This is an optimization exercise on Yosys and OpenROAD, whose aim is a short achievable clock period and few clock cycles, not a production implementation. Where RTL was checked, it was by simulation tests only, not by an equivalence proof against the original.

==> flow/design.v <==
module proj1(Clk, Rst, MemQ_IO, MemRW_IO, MemAddr_IO, MemD_IO);
input Clk;
input Rst;
input [15:0] MemQ_IO;
output MemRW_IO;
output [7:0] MemAddr_IO;
output [15:0] MemD_IO;
localparam CACHE = 0;    
localparam NE = 8;       
reg [7:0]  pc;         
reg [7:0]  addr;       
reg        we;         
reg        opc;        
reg [15:0] acc;
reg [15:0] mdr;        
reg m_add, m_or, m_ld, m_mul;
reg x_add, x_or, x_ld, x_mul, x_neg;
reg x_m;               
reg [11:0] pp_lo, pp_hi;   
reg [8*NE-1:0]  c_tag;
reg [16*NE-1:0] c_dat;
reg [NE-1:0] c_val;
reg [NE-1:0] c_sel;    
reg        c_hit;
reg [NE-1:0] c_sel_st;  
reg [NE-1:0] c_ptr;    
assign MemAddr_IO = addr;
assign MemRW_IO = we;
assign MemD_IO = acc;
integer k;
reg [15:0] opnd;
always @(*) begin
	opnd = {16{x_m}} & mdr;
	for (k = 0; k < NE; k = k + 1)
		opnd = opnd | ({16{c_sel[k]}} & c_dat[16*k +: 16]);
end
wire [15:0] prod = {pp_lo[11:4] + pp_hi, pp_lo[3:0]};
wire [15:0] sum = acc + opnd;
wire idle = ~(x_add | x_or | x_ld | x_mul | x_neg);
wire [15:0] acc_nx = ({16{x_add}} & sum) | ({16{x_or}} & (acc | opnd)) | ({16{x_ld}} & opnd) |
                     ({16{x_mul}} & prod) | ({16{x_neg}} & ~acc) | ({16{idle}} & acc);
wire [15:0] cz = {acc[14:0] | opnd[14:0], 1'b0};
wire add_z = ((acc ^ opnd) == cz);
wire z = (idle & (acc == 16'd0)) | (x_neg & (acc == 16'hFFFF)) | (x_ld & (opnd == 16'd0)) |
         (x_or & ((acc | opnd) == 16'd0)) | (x_mul & ((pp_lo == 12'd0) & (pp_hi == 12'd0))) |
         (x_add & add_z);
reg [11:0] mt [0:15];
reg [15:0] nlo, nhi;
reg [11:0] plo, phi;
always @(*) begin
	for (k = 0; k < 16; k = k + 1) begin
		mt[k] = acc[7:0] * k;
		nlo[k] = (MemQ_IO[3:0] == k);
		nhi[k] = (MemQ_IO[7:4] == k);
	end
	plo = 12'd0;
	phi = 12'd0;
	for (k = 1; k < 16; k = k + 1) begin
		plo = plo | ({12{nlo[k]}} & mt[k]);
		phi = phi | ({12{nhi[k]}} & mt[k]);
	end
end
wire [7:0] op = MemQ_IO[7:0];
wire [7:0] a  = MemQ_IO[15:8];
wire hi0    = (op[7:4] == 4'd0);
wire d_add  = hi0 & (op[3:0] == 4'd1);
wire d_or   = hi0 & (op[3:0] == 4'd2);
wire d_jmp  = hi0 & (op[3:0] == 4'd3);
wire d_jz   = hi0 & (op[3:0] == 4'd4);
wire d_ld   = hi0 & (op[3:0] == 4'd5);
wire d_st   = hi0 & (op[3:0] == 4'd6);
wire d_mul  = hi0 & (op[3:0] == 4'd9);
wire d_neg  = hi0 & (op[3:0] == 4'd10);
wire [7:0] pc1 = pc + 8'd1;
wire fetch  = ~opc & ~we;
reg [NE-1:0] hitv;
always @(*)
	for (k = 0; k < NE; k = k + 1)
		hitv[k] = (CACHE != 0) & c_val[k] & (c_tag[8*k +: 8] == a);
wire hit = |hitv;
wire d_hit  = (d_add | d_or | d_ld) & hit;
wire d_miss = ((d_add | d_or | d_ld) & ~hit) | d_mul;
wire take   = d_jmp | (d_jz & z);
wire sel_a  = d_miss | d_st | take;
always @(posedge Clk) begin
	mdr <= MemQ_IO;
	pp_lo <= plo;
	pp_hi <= phi;
	m_add <= d_add;
	m_or  <= d_or;
	m_ld  <= d_ld;
	m_mul <= d_mul;
	c_sel <= (fetch & d_hit) ? hitv : {NE{1'b0}};
	c_hit <= hit;
	for (k = 0; k < NE; k = k + 1) begin
		if (opc & ~c_hit & c_ptr[k]) begin
			c_tag[8*k +: 8] <= addr;
			c_dat[16*k +: 16] <= MemQ_IO;
		end
		if (we & (c_hit ? c_sel_st[k] : c_ptr[k])) begin
			c_tag[8*k +: 8] <= addr;
			c_dat[16*k +: 16] <= acc;
		end
	end
	c_sel_st <= hitv;
	if (Rst) begin
		pc <= 8'd0;
		addr <= 8'd0;
		we <= 1'b0;
		opc <= 1'b0;
		acc <= 16'd0;
		{x_add, x_or, x_ld, x_mul, x_neg} <= 5'd0;
		x_m <= 1'b0;
		c_val <= {NE{1'b0}};
		c_ptr <= {{(NE-1){1'b0}}, 1'b1};
	end else begin
		acc <= acc_nx;
		if ((opc | we) & ~c_hit) begin
			c_val <= c_val | c_ptr;
			c_ptr <= {c_ptr[NE-2:0], c_ptr[NE-1]};
		end
		if (fetch) begin
			pc <= take ? a : pc1;
			addr <= sel_a ? a : pc1;
			opc <= d_miss;
			we <= d_st;
			{x_add, x_or, x_ld, x_mul, x_neg} <= {d_add & hit, d_or & hit, d_ld & hit, 1'b0, d_neg};
			x_m <= 1'b0;
		end else begin
			addr <= pc;
			opc <= 1'b0;
			we <= 1'b0;
			{x_add, x_or, x_ld, x_mul, x_neg} <= opc ? {m_add, m_or, m_ld, m_mul, 1'b0} : 5'd0;
			x_m <= opc;
		end
	end
end
endmodule
==> flow/config.mk <==
export PLATFORM = sky130hd
export DESIGN_NAME = proj1
export DESIGN_NICKNAME = proj1
export VERILOG_FILES = /design/flow/design.v
export SDC_FILE = /design/flow/constraint.sdc
export NUM_CORES = 4
export LEC_CHECK = 0
export ABC_CLOCK_PERIOD_IN_PS = 2500
export CAP_MARGIN = 20
export CORE_MARGIN = 2
export CORE_UTILIZATION = 40
export SETUP_SLACK_MARGIN = 4.6
export SLEW_MARGIN = 20
export TNS_END_PERCENT = 100
==> flow/constraint.sdc <==
create_clock -name core_clock -period 7.0 [get_ports {Clk}]
set_input_delay 1.4000 -clock core_clock [delete_from_list [all_inputs] [get_ports {Clk}]]
set_output_delay 1.4000 -clock core_clock [all_outputs]
set_load 0.01 [all_outputs]
run.sh (not shown) runs the stock make flow with config.mk's settings and CLKGATE_MAP_FILE= SYNTH_SCRIPT=/design/flow/synth_recipe.tcl, a recipe that flattens the netlist after the stock synthesis.
==> next run, changes <==
--- a/flow/design.v
+++ b/flow/design.v
@@ -3,11 +3,11 @@
 input Rst;
 input [15:0] MemQ_IO;
 output MemRW_IO;
 output [7:0] MemAddr_IO;
 output [15:0] MemD_IO;
-localparam CACHE = 0;    
+localparam CACHE = 1;    
 localparam NE = 8;       
 reg [7:0]  pc;         
 reg [7:0]  addr;       
 reg        we;         
 reg        opc;        
What happened: Global-route usage drops by 3.0 points. Critical path depth decreases by 3. Setup slack gains 0.12 ns. Design area grows by well over a third. Register-to-register slack improves by 0.12 ns. Count of clock-buffer cells in the layout rises by 38.
Testbench counts after the change, summed over its fixed seeds: cycles 12,651.
For the first run of this note, only the layout was checked, not whether the RTL still works.

[separate check: timing with driven ports]
How much do the figures lean on ideal ports? The routed layouts below were timed once more, with nothing changed but the port constraints. Step 1: set_driving_cell puts a clkbuf_16 on Clk and a buf_2 on each other input, an assumption about the parent block. Step 2 moves the port delays by t, midway between the first and last clock arrival at a register: inputs arrive t later, outputs are due t later. That takes back most of the time a late clock gives input paths. Slacks: ideal ports / drivers / drivers and shift; pairs: ideal ports / drivers.
run	t (ns)	slack for setup (ns)	worst hold slack (ns)	worst setup path after step 2
the first run	0.403	3.144 / 3.144 / 3.144	0.439 / 0.439 / 0.439	register to register
the second run	0.581	3.260 / 3.260 / 2.939	0.455 / 0.455 / 0.455	input to register
After both steps setup and hold are still met in every run listed. The setup slack of the second run, which loses most, moves by 0.000 ns with the drivers and by -0.321 ns with both steps.
